What follows belongs to an exercise in optimizing a design on an open flow for small area; a production flow would make more cautious choices.
Only simulation tests tie the RTL to the original design; equivalence was not proved.
Power is estimated from default activity; no workload was simulated.

== trial 28 ==
// fp_add
module fp_add (
    input  var logic        clk,
    input  var logic        rst,
    input  var logic        valid_i,
    input  var logic [31:0] num_a_i,
    input  var logic [31:0] num_b_i,
    output var logic [31:0] num_o,
    output var logic        valid_o
);
function automatic logic [24:0] add24(input logic [23:0] a, input logic [23:0] b, input logic ci,
                                      output logic [23:0] pa);
    logic [23:0] g, p, gg, pp;
    logic [24:0] c;
    g  = a & b;
    p  = a ^ b;
    gg = g;
    pp = p;
    gg[0] = g[0] | (p[0] & ci);
    for (int d = 1; d < 24; d = d * 2)
        for (int i = 2 * d - 1; i < 24; i = i + 2 * d) begin
            gg[i] = gg[i] | (pp[i] & gg[i-d]);
            pp[i] = pp[i] & pp[i-d];
        end
    for (int d = 8; d >= 1; d = d / 2)
        for (int i = 3 * d - 1; i < 24; i = i + 2 * d) begin
            gg[i] = gg[i] | (pp[i] & gg[i-d]);
            pp[i] = pp[i] & pp[i-d];
        end
    c[0] = ci;
    for (int i = 0; i < 24; i++)
        c[i+1] = gg[i];
    pa = pp;
    add24 = { c[24], p ^ c[23:0] };
endfunction
function automatic logic [8:0] add8(input logic [7:0] a, input logic [7:0] b, input logic ci,
                                    output logic [7:0] pa);
    logic [7:0] g, p, gg, pp;
    logic [8:0] c;
    g  = a & b;
    p  = a ^ b;
  ...
export LEC_CHECK = 0
export ABC_AREA = 1
export CAP_MARGIN = 20
export CORE_MARGIN = 2
export CORE_UTILIZATION = 40
export CTS_BUF_LIST = sky130_fd_sc_hd__clkbuf_8
export SLEW_MARGIN = 20
create_clock -name core_clock -period 4.7 [get_ports {clk}]
standard.sh (not shown) runs the stock make flow with config.mk's settings and CLKGATE_MAP_FILE= SYNTH_SCRIPT=/design/flow/synth_recipe.tcl, a recipe that flattens the netlist after the stock synthesis.
==> flow/flow/run.sh <==
#!/bin/bash
# Layout flow: the standard synthesis, then the combinational logic is
# re-mapped by ABC with an area-recovering script (flip-flops are kept as
# blackboxes, so every register keeps its name and cell), then the standard
# ORFS layout with plain buf_1 cells as the port buffers.
set -euo pipefail
here=$(pwd)
res=$here/orfs/results/$FLOW_PLATFORM/fp_add/base
log=$here/orfs/logs/$FLOW_PLATFORM/fp_add/base
lib=$FLOW_HOME/platforms/$FLOW_PLATFORM/lib/sky130_fd_sc_hd__tt_025C_1v80.lib

bash standard.sh synth > standard_synth.log 2>&1

# the same don't-use list the standard synthesis gave abc
dont_use=$(grep -o -- '-dont_use [A-Za-z0-9_]*' $log/1_2_yosys.log | sort -u | tr '\n' ' ')
cp $res/1_2_yosys.v $here/standard_1_2_yosys.v
cat > $here/remap.ys <<EOT
read_liberty -ignore_miss_func $lib
read_verilog $here/standard_1_2_yosys.v
hierarchy -top $FLOW_TOP
blackbox sky130_fd_sc_hd__df* sky130_fd_sc_hd__dl* sky130_fd_sc_hd__sdf* sky130_fd_sc_hd__edf*
flatten
opt_clean
techmap
opt -fast
abc -script $here/flow/remap.abc -liberty $lib $dont_use
opt_clean -purge
stat -liberty $lib
write_verilog -noattr -noexpr -nohex -nodec $res/1_2_yosys.v
EOT
yosys -l $here/remap.log -q $here/remap.ys > /dev/null 2>&1
rm -f $res/1_synth.odb $res/1_synth.sdc

export BUFFER_PORTS_ARGS="-buffer_cell sky130_fd_sc_hd__buf_1"
export CTS_ARGS="-sink_clustering_enable -repair_clock_nets -buf_list sky130_fd_sc_hd__clkbuf_8 -sink_clustering_size 30 -sink_clustering_max_diameter 150"
bash standard.sh > standard_finish.log 2>&1
==> flow/flow/remap.abc <==
&get -n
&st
&dch -f
&nf -p {D}
&put
buffer -c
topo
upsize -c
dnsize -c
Trial 28 finished all stages; the layout is clean.
Setup changes, trial 28 to build 93
-- flow/flow/run.sh --
<<< trial 28, line 33

export BUFFER_PORTS_ARGS="-buffer_cell sky130_fd_sc_hd__buf_1"
export CTS_ARGS="-sink_clustering_enable -repair_clock_nets -buf_list sky130_fd_sc_hd__clkbuf_8 -sink_clustering_size 30 -sink_clustering_max_diameter 150"
bash standard.sh > standard_finish.log 2>&1
>>> build 93, line 33

export BUFFER_PORTS_ARGS="-buffer_cell sky130_fd_sc_hd__buf_1"
bash standard.sh > standard_finish.log 2>&1
==> flow/flow/remap.abc <==
&get -n
&st
&dch
&nf -p {D}
&put
buffer -c
topo
upsize -c
dnsize -c
## What came out
- Sort build 93 and trial 28 by switching portion of total power asc -> top: build 93
- Looking at cell area, build 93 sits about 4% above trial 28.
- On worst reg-to-reg setup slack, the higher figure sits with trial 28, not build 93.
- In the tables for build 93 and trial 28, placer's final routability congestion estimate reads lower with build 93.
- Status: effective utilization at floorplan parity (build 93, trial 28)
- Looking at most frequent standard cell in the layout excluding fill and tap cells, the sky130_fd_sc_hd__nor2_1 result is from build 93; the sky130_fd_sc_hd__nand2_1 one comes from trial 28.

The RTL this note starts from:
==> flow/design.v <==
`default_nettype none
module fp_add (
    input  var logic        clk,
    input  var logic        rst,
    input  var logic        valid_i,
    input  var logic [31:0] num_a_i,
    input  var logic [31:0] num_b_i,
    output var logic [31:0] num_o,
    output var logic        valid_o
);
function automatic logic [24:0] add24(input logic [23:0] a, input logic [23:0] b, input logic ci);
    logic [23:0] g, p, gg, pp;
    logic [24:0] c;
    g  = a & b;
    p  = a ^ b;
    gg = g;
    pp = p;
    gg[0] = g[0] | (p[0] & ci);
    for (int d = 1; d < 24; d = d * 2)
        for (int i = 2 * d - 1; i < 24; i = i + 2 * d) begin
            gg[i] = gg[i] | (pp[i] & gg[i-d]);
            pp[i] = pp[i] & pp[i-d];
        end
    for (int d = 8; d >= 1; d = d / 2)
        for (int i = 3 * d - 1; i < 24; i = i + 2 * d) begin
            gg[i] = gg[i] | (pp[i] & gg[i-d]);
            pp[i] = pp[i] & pp[i-d];
        end
    c[0] = ci;
    for (int i = 0; i < 24; i++)
        c[i+1] = gg[i];
    add24 = { c[24], p ^ c[23:0] };
endfunction
function automatic logic [23:0] or_below(input logic [23:0] v);
    logic [23:0] o;
    o = v;
    for (int d = 1; d < 24; d = d * 2)
        for (int i = 2 * d - 1; i < 24; i = i + 2 * d)
            o[i] = o[i] | o[i-d];
    for (int d = 8; d >= 1; d = d / 2)
        for (int i = 3 * d - 1; i < 24; i = i + 2 * d)
            o[i] = o[i] | o[i-d];
    or_below = { o[22:0], 1'b0 };
endfunction
logic        sa, sb;
logic [7:0]  ea, eb, xa, xb;
logic        za, zb;
logic        a_big;        
logic [8:0]  dab;
logic [7:0]  dba, d;
logic        sat;
logic [23:0] ma, mb, my, my_sh;
always_comb begin
    sa = num_a_i[31];
    sb = num_b_i[31];
    ea = num_a_i[30:23];
    eb = num_b_i[30:23];
    za = ea == '0;
    zb = eb == '0;
    xa = { ea[7:1], ea[0] | za };
    xb = { eb[7:1], eb[0] | zb };
    ma = { ~za, num_a_i[22:0] };
    mb = { ~zb, num_b_i[22:0] };
    a_big = { xa, sb } > { xb, 1'b0 };
    dab = { 1'b0, xa } - { 1'b0, xb };
    dba = xb - xa;
    d   = dab[8] ? dba : dab[7:0];
    sat = (d[7:5] != '0) || (d[4:3] == 2'b11);
    my    = a_big ? mb : ma;
    my_sh = sat ? '0 : my >> d[4:0];
end
logic        valid_p1;
logic        sx_p1;
logic        sub_p1;
logic [7:0]  h_p1;
logic [23:0] mx_p1;
logic [23:0] my_p1;
always_ff @(posedge clk) begin
    sx_p1  <= a_big ? sa : sb;
    sub_p1 <= sa ^ sb;
    h_p1   <= a_big ? xa : xb;
    mx_p1  <= a_big ? ma : mb;
    my_p1  <= my_sh;
end
always_ff @(posedge clk)
    if (rst)
        valid_p1 <= '0;
    else
        valid_p1 <= valid_i;
logic [24:0] sum;
logic        neg;          
logic [23:0] below;        
logic [23:0] r;
logic        cout;
logic        top;          
always_comb begin
    sum  = add24(mx_p1, my_p1 ^ {24{sub_p1}}, sub_p1);
    neg  = sub_p1 & ~sum[24];
    cout = sum[24] & ~sub_p1;
    top  = cout & (h_p1 == 8'd254);
    below = or_below(mx_p1 ^ my_p1);
    r = sum[23:0] ^ (below & {24{neg}});
end
logic [23:0] r_p2;
logic        c_p2;
logic        s_p2;
logic [7:0]  h1_p2;        
always_ff @(posedge clk) begin
    r_p2  <= r | {24{top}};
    c_p2  <= cout & ~top;
    s_p2  <= sx_p1 ^ neg;
    h1_p2 <= h_p1 + 8'd1;
end
always_ff @(posedge clk)
    if (rst)
        valid_o <= '0;
    else
        valid_o <= valid_p1;
logic [24:0] w, w_n;
logic [4:0]  lz;
logic        zero;
logic [7:0]  e_o;
always_comb begin
    w = { c_p2, r_p2 };
    lz = '0;
    for (int i = 0; i < 25; i++)
        if (w[i])
            lz = 5'(24 - i);
    zero = w == '0;
    w_n  = w << lz;
    e_o  = zero ? 8'd0 : h1_p2 - 8'(lz);
    num_o = { s_p2, e_o, w_n[23:1] };
end
endmodule
`resetall
Settings: LEC_CHECK=0, ABC_AREA=1, CAP_MARGIN=20, CORE_MARGIN=2, CORE_UTILIZATION=40, CTS_BUF_LIST=sky130_fd_sc_hd__clkbuf_8, SLEW_MARGIN=20; clock period 4.7 ns.
==> flow/flow/run.sh <==
#!/bin/bash
# Standard ORFS layout, with plain buf_1 cells as the port buffers.
set -euo pipefail
export BUFFER_PORTS_ARGS="-buffer_cell sky130_fd_sc_hd__buf_1"
bash standard.sh > standard.log 2>&1
Next try:
==> flow/flow/run.sh (replaced) <==
#!/bin/bash
# Layout flow: the standard synthesis, then the combinational logic is
# re-mapped by ABC with an area-recovering script (flip-flops are kept as
# blackboxes, so every register keeps its name and cell), then the standard
# ORFS layout with plain buf_1 cells as the port buffers.
set -euo pipefail
here=$(pwd)
res=$here/orfs/results/$FLOW_PLATFORM/fp_add/base
log=$here/orfs/logs/$FLOW_PLATFORM/fp_add/base
lib=$FLOW_HOME/platforms/$FLOW_PLATFORM/lib/sky130_fd_sc_hd__tt_025C_1v80.lib

bash standard.sh synth > standard_synth.log 2>&1

# the same don't-use list the standard synthesis gave abc
dont_use=$(grep -o -- '-dont_use [A-Za-z0-9_]*' $log/1_2_yosys.log | sort -u | tr '\n' ' ')
cp $res/1_2_yosys.v $here/standard_1_2_yosys.v
cat > $here/remap.ys <<EOT
read_liberty -ignore_miss_func $lib
read_verilog $here/standard_1_2_yosys.v
hierarchy -top $FLOW_TOP
blackbox sky130_fd_sc_hd__df* sky130_fd_sc_hd__dl* sky130_fd_sc_hd__sdf* sky130_fd_sc_hd__edf*
flatten
opt_clean
techmap
opt -fast
abc -script $here/flow/remap.abc -liberty $lib $dont_use
opt_clean -purge
stat -liberty $lib
write_verilog -noattr -noexpr -nohex -nodec $res/1_2_yosys.v
EOT
yosys -l $here/remap.log -q $here/remap.ys > /dev/null 2>&1
rm -f $res/1_synth.odb $res/1_synth.sdc

export BUFFER_PORTS_ARGS="-buffer_cell sky130_fd_sc_hd__buf_1"
bash standard.sh > standard_finish.log 2>&1
==> flow/flow/remap.abc (new file) <==
&get -n
&st
&dch -f
&nf -p {D}
&put
buffer -c
topo
upsize -c
dnsize -c
=> The changed run produced a clean layout; register-to-register slack got worse by 360 ps; wire length goes down by 14%; die area goes down by 9.7%; sequential share of layout area goes up by 1.8 points; worst hold slack improved by 42 ps; worst setup slack got worse by 160 ps; via count goes down by about 18%.
Next try:
==> flow/flow/remap.abc (replaced) <==
&get -n
&st
&dch
&nf -p -R 50 {D}
&put
buffer -c
topo
upsize -c
dnsize -c
What happened: The new run produced a layout that fails on negative setup slack; combinational power increases by a few percent; via count increases by a few percent; die area decreases slightly; cell count increases by a few percent; utilization increases by 1.1 points; power increases by a few percent.
Next try:
==> flow/flow/remap.abc (replaced) <==
&get -n
&st
&dch
&nf -p {D}
&put
buffer -c
topo
upsize -c
dnsize -c
- CORE_UTILIZATION: 40 -> 60
Outcome:
- This time the run ran to the end with no violations
- setup slack improves by 340 ps
- non-clock buffer count shrinks by 15
- cell count goes down by a few percent
- sequential share of layout area goes up by 0.56 points
Next try:
- CORE_UTILIZATION: 60 -> 40
- CTS_CLUSTER_DIAMETER: unset -> 100
- CTS_CLUSTER_SIZE: unset -> 32
After rerunning:
- global-route usage decreases by 10 points
- setup slack improved by 22 ps
- routed wire length decreases by a few percent
- register-to-register slack gains 150 ps
- utilization fell by 24 points
- area after synthesis is unchanged
- total power falls slightly
- synthesized cell count stays the same
- clock skew shrinks by 5.1 ps
- die area increases by well over a third
- cell count went up by a few percent

Starts from the design.v that is shown in full above.
Settings: LEC_CHECK=0, ABC_AREA=1, CAP_MARGIN=20, CORE_MARGIN=2, CORE_UTILIZATION=40, CTS_BUF_LIST=sky130_fd_sc_hd__clkbuf_8, SLEW_MARGIN=20; clock period 4.7 ns.
==> flow/flow/run.sh <==
#!/bin/bash
# Layout flow: the standard synthesis, then the combinational logic is
# re-mapped by ABC with an area-recovering script (flip-flops are kept as
# blackboxes, so every register keeps its name and cell), then the standard
# ORFS layout with plain buf_1 cells as the port buffers.
set -euo pipefail
here=$(pwd)
res=$here/orfs/results/$FLOW_PLATFORM/fp_add/base
log=$here/orfs/logs/$FLOW_PLATFORM/fp_add/base
lib=$FLOW_HOME/platforms/$FLOW_PLATFORM/lib/sky130_fd_sc_hd__tt_025C_1v80.lib

bash standard.sh synth > standard_synth.log 2>&1

# the same don't-use list the standard synthesis gave abc
dont_use=$(grep -o -- '-dont_use [A-Za-z0-9_]*' $log/1_2_yosys.log | sort -u | tr '\n' ' ')
cp $res/1_2_yosys.v $here/standard_1_2_yosys.v
cat > $here/remap.ys <<EOT
read_liberty -ignore_miss_func $lib
read_verilog $here/standard_1_2_yosys.v
hierarchy -top $FLOW_TOP
blackbox sky130_fd_sc_hd__df* sky130_fd_sc_hd__dl* sky130_fd_sc_hd__sdf* sky130_fd_sc_hd__edf*
flatten
opt_clean
techmap
opt -fast
abc -script $here/flow/remap.abc -liberty $lib $dont_use
opt_clean -purge
stat -liberty $lib
write_verilog -noattr -noexpr -nohex -nodec $res/1_2_yosys.v
EOT
yosys -l $here/remap.log -q $here/remap.ys > /dev/null 2>&1
rm -f $res/1_synth.odb $res/1_synth.sdc

export BUFFER_PORTS_ARGS="-buffer_cell sky130_fd_sc_hd__buf_1"
bash standard.sh > standard_finish.log 2>&1
==> flow/flow/remap.abc <==
&get -n
&st
&dch
&nf -p {D}
&put
buffer -c
topo
upsize -c
dnsize -c
==> next run, changes <==
CAP_MARGIN = 0   (was 20)
SLEW_MARGIN = 0   (was 20)
Core utilization is unchanged. Global-route usage does not change. Final area stays the same. Count of clock-buffer cells in the layout stays the same. Wire length stays the same. Clock skew does not change. Setup slack stays the same. Non-clock buffer count does not change. Die area is unchanged. Total power does not change. First-iteration DRC count is unchanged.

fp_add, a different RTL version from the one above (not shown whole).
Size: about 890 cells after synthesis, roughly 100 I/O pins.
// fp_add
module fp_add (
    input  var logic        clk,
    input  var logic        rst,
    input  var logic        valid_i,
    input  var logic [31:0] num_a_i,
    input  var logic [31:0] num_b_i,
    output var logic [31:0] num_o,
    output var logic        valid_o
);
export LEC_CHECK = 0
export ABC_AREA = 1
export CAP_MARGIN = 20
export CORE_MARGIN = 2
export CORE_UTILIZATION = 40
export CTS_BUF_LIST = sky130_fd_sc_hd__clkbuf_8
export SLEW_MARGIN = 20
create_clock -name core_clock -period 4.7 [get_ports {clk}]
==> flow/flow/remap.abc <==
&get -n
&st
&dch -f
&nf -p -R 30
&put
buffer -c
topo
upsize -c
dnsize -c
Scripts as last shown in full above: flow/flow/run.sh
The starting point finished with timing, DRC and antenna clean.
Change:
==> flow/flow/remap.abc (replaced) <==
&get -n
&st
&dch -f
&nf -p {D}
&put
buffer -c
topo
upsize -c
dnsize -c
Die area falls by 0.38%.
Worst hold slack hardly moves.
Synthesized cell count rises by 1.0%.
Area after synthesis fell by 0.39%.
First-iteration DRC count went down by 3.6%.
Combinational power went down by about 3%.
Cell count stays the same.
Change:
==> flow/flow/remap.abc (replaced) <==
&get -n
&st
&dch -f
&nf -p
&put
buffer -c
topo
dnsize -c
Effect: Routed wire length came out lower slightly; global-route usage goes down by 0.21 points; final area shrinks slightly; synthesized cell count does not change; final cell count grows slightly; total power went down slightly; non-clock buffer count rises by 6.

## static timing again, ports no longer ideal
The results above use ideal ports. As a check the final layouts listed here were re-extracted and re-timed, cells and wires unchanged. Step 1, drivers: a clkbuf_16 drives clk and a buf_2 each remaining input, both assumed. Step 2, shift: input delay + t, output delay - t, t = (earliest + latest rising clock arrival at the registers) / 2. This alone moves slack from input paths to output paths. Three values: ideal ports, drivers, drivers and shift; two values: the first two.
run | t, ns | setup slack, ns | worst register clock-pin slew, ns | worst slew at a driven data input, ns | pins driven straight from the clock port
trial 28 | 0.404 | 0.277 / 0.241 / 0.421 | 0.10 / 0.10 | 0.04 | 1
build 93 | 0.379 | 0.261 / 0.272 / -0.107 | 0.09 / 0.09 | 0.04 | 1
the first run of note 2 | 0.395 | 0.424 / 0.387 / 0.166 | 0.10 / 0.10 | 0.04 | 1
the second run of note 2 | 0.402 | 0.260 / 0.224 / 0.154 | 0.10 / 0.10 | 0.03 | 1
the third run of note 2 | 0.401 | -0.160 / -0.198 / 0.123 | 0.10 / 0.10 | 0.03 | 1
the fourth run of note 2 | 0.414 | 0.178 / 0.145 / 0.064 | 0.11 / 0.11 | 0.04 | 1
the fifth run of note 2 | 0.393 | 0.200 / 0.167 / 0.104 | 0.09 / 0.09 | 0.03 | 1
the first run of note 3 | 0.393 | 0.200 / 0.167 / 0.104 | 0.09 / 0.09 | 0.03 | 1
the second run of note 3 | 0.393 | 0.200 / 0.167 / 0.104 | 0.09 / 0.09 | 0.03 | 1
the first run of note 4 | 0.392 | 0.275 / 0.243 / -0.013 | 0.10 / 0.10 | 0.04 | 1
the second run of note 4 | 0.400 | 0.385 / 0.344 / 0.182 | 0.09 / 0.09 | 0.04 | 1
the third run of note 4 | 0.411 | 0.252 / 0.218 / 0.020 | 0.10 / 0.10 | 0.03 | 1
With both steps, setup timing fails in build 93 and the first run of note 4, where it was met with ideal ports. The setup slack of build 93, which loses most, moves by +0.011 ns with the drivers and by -0.368 ns with both steps.
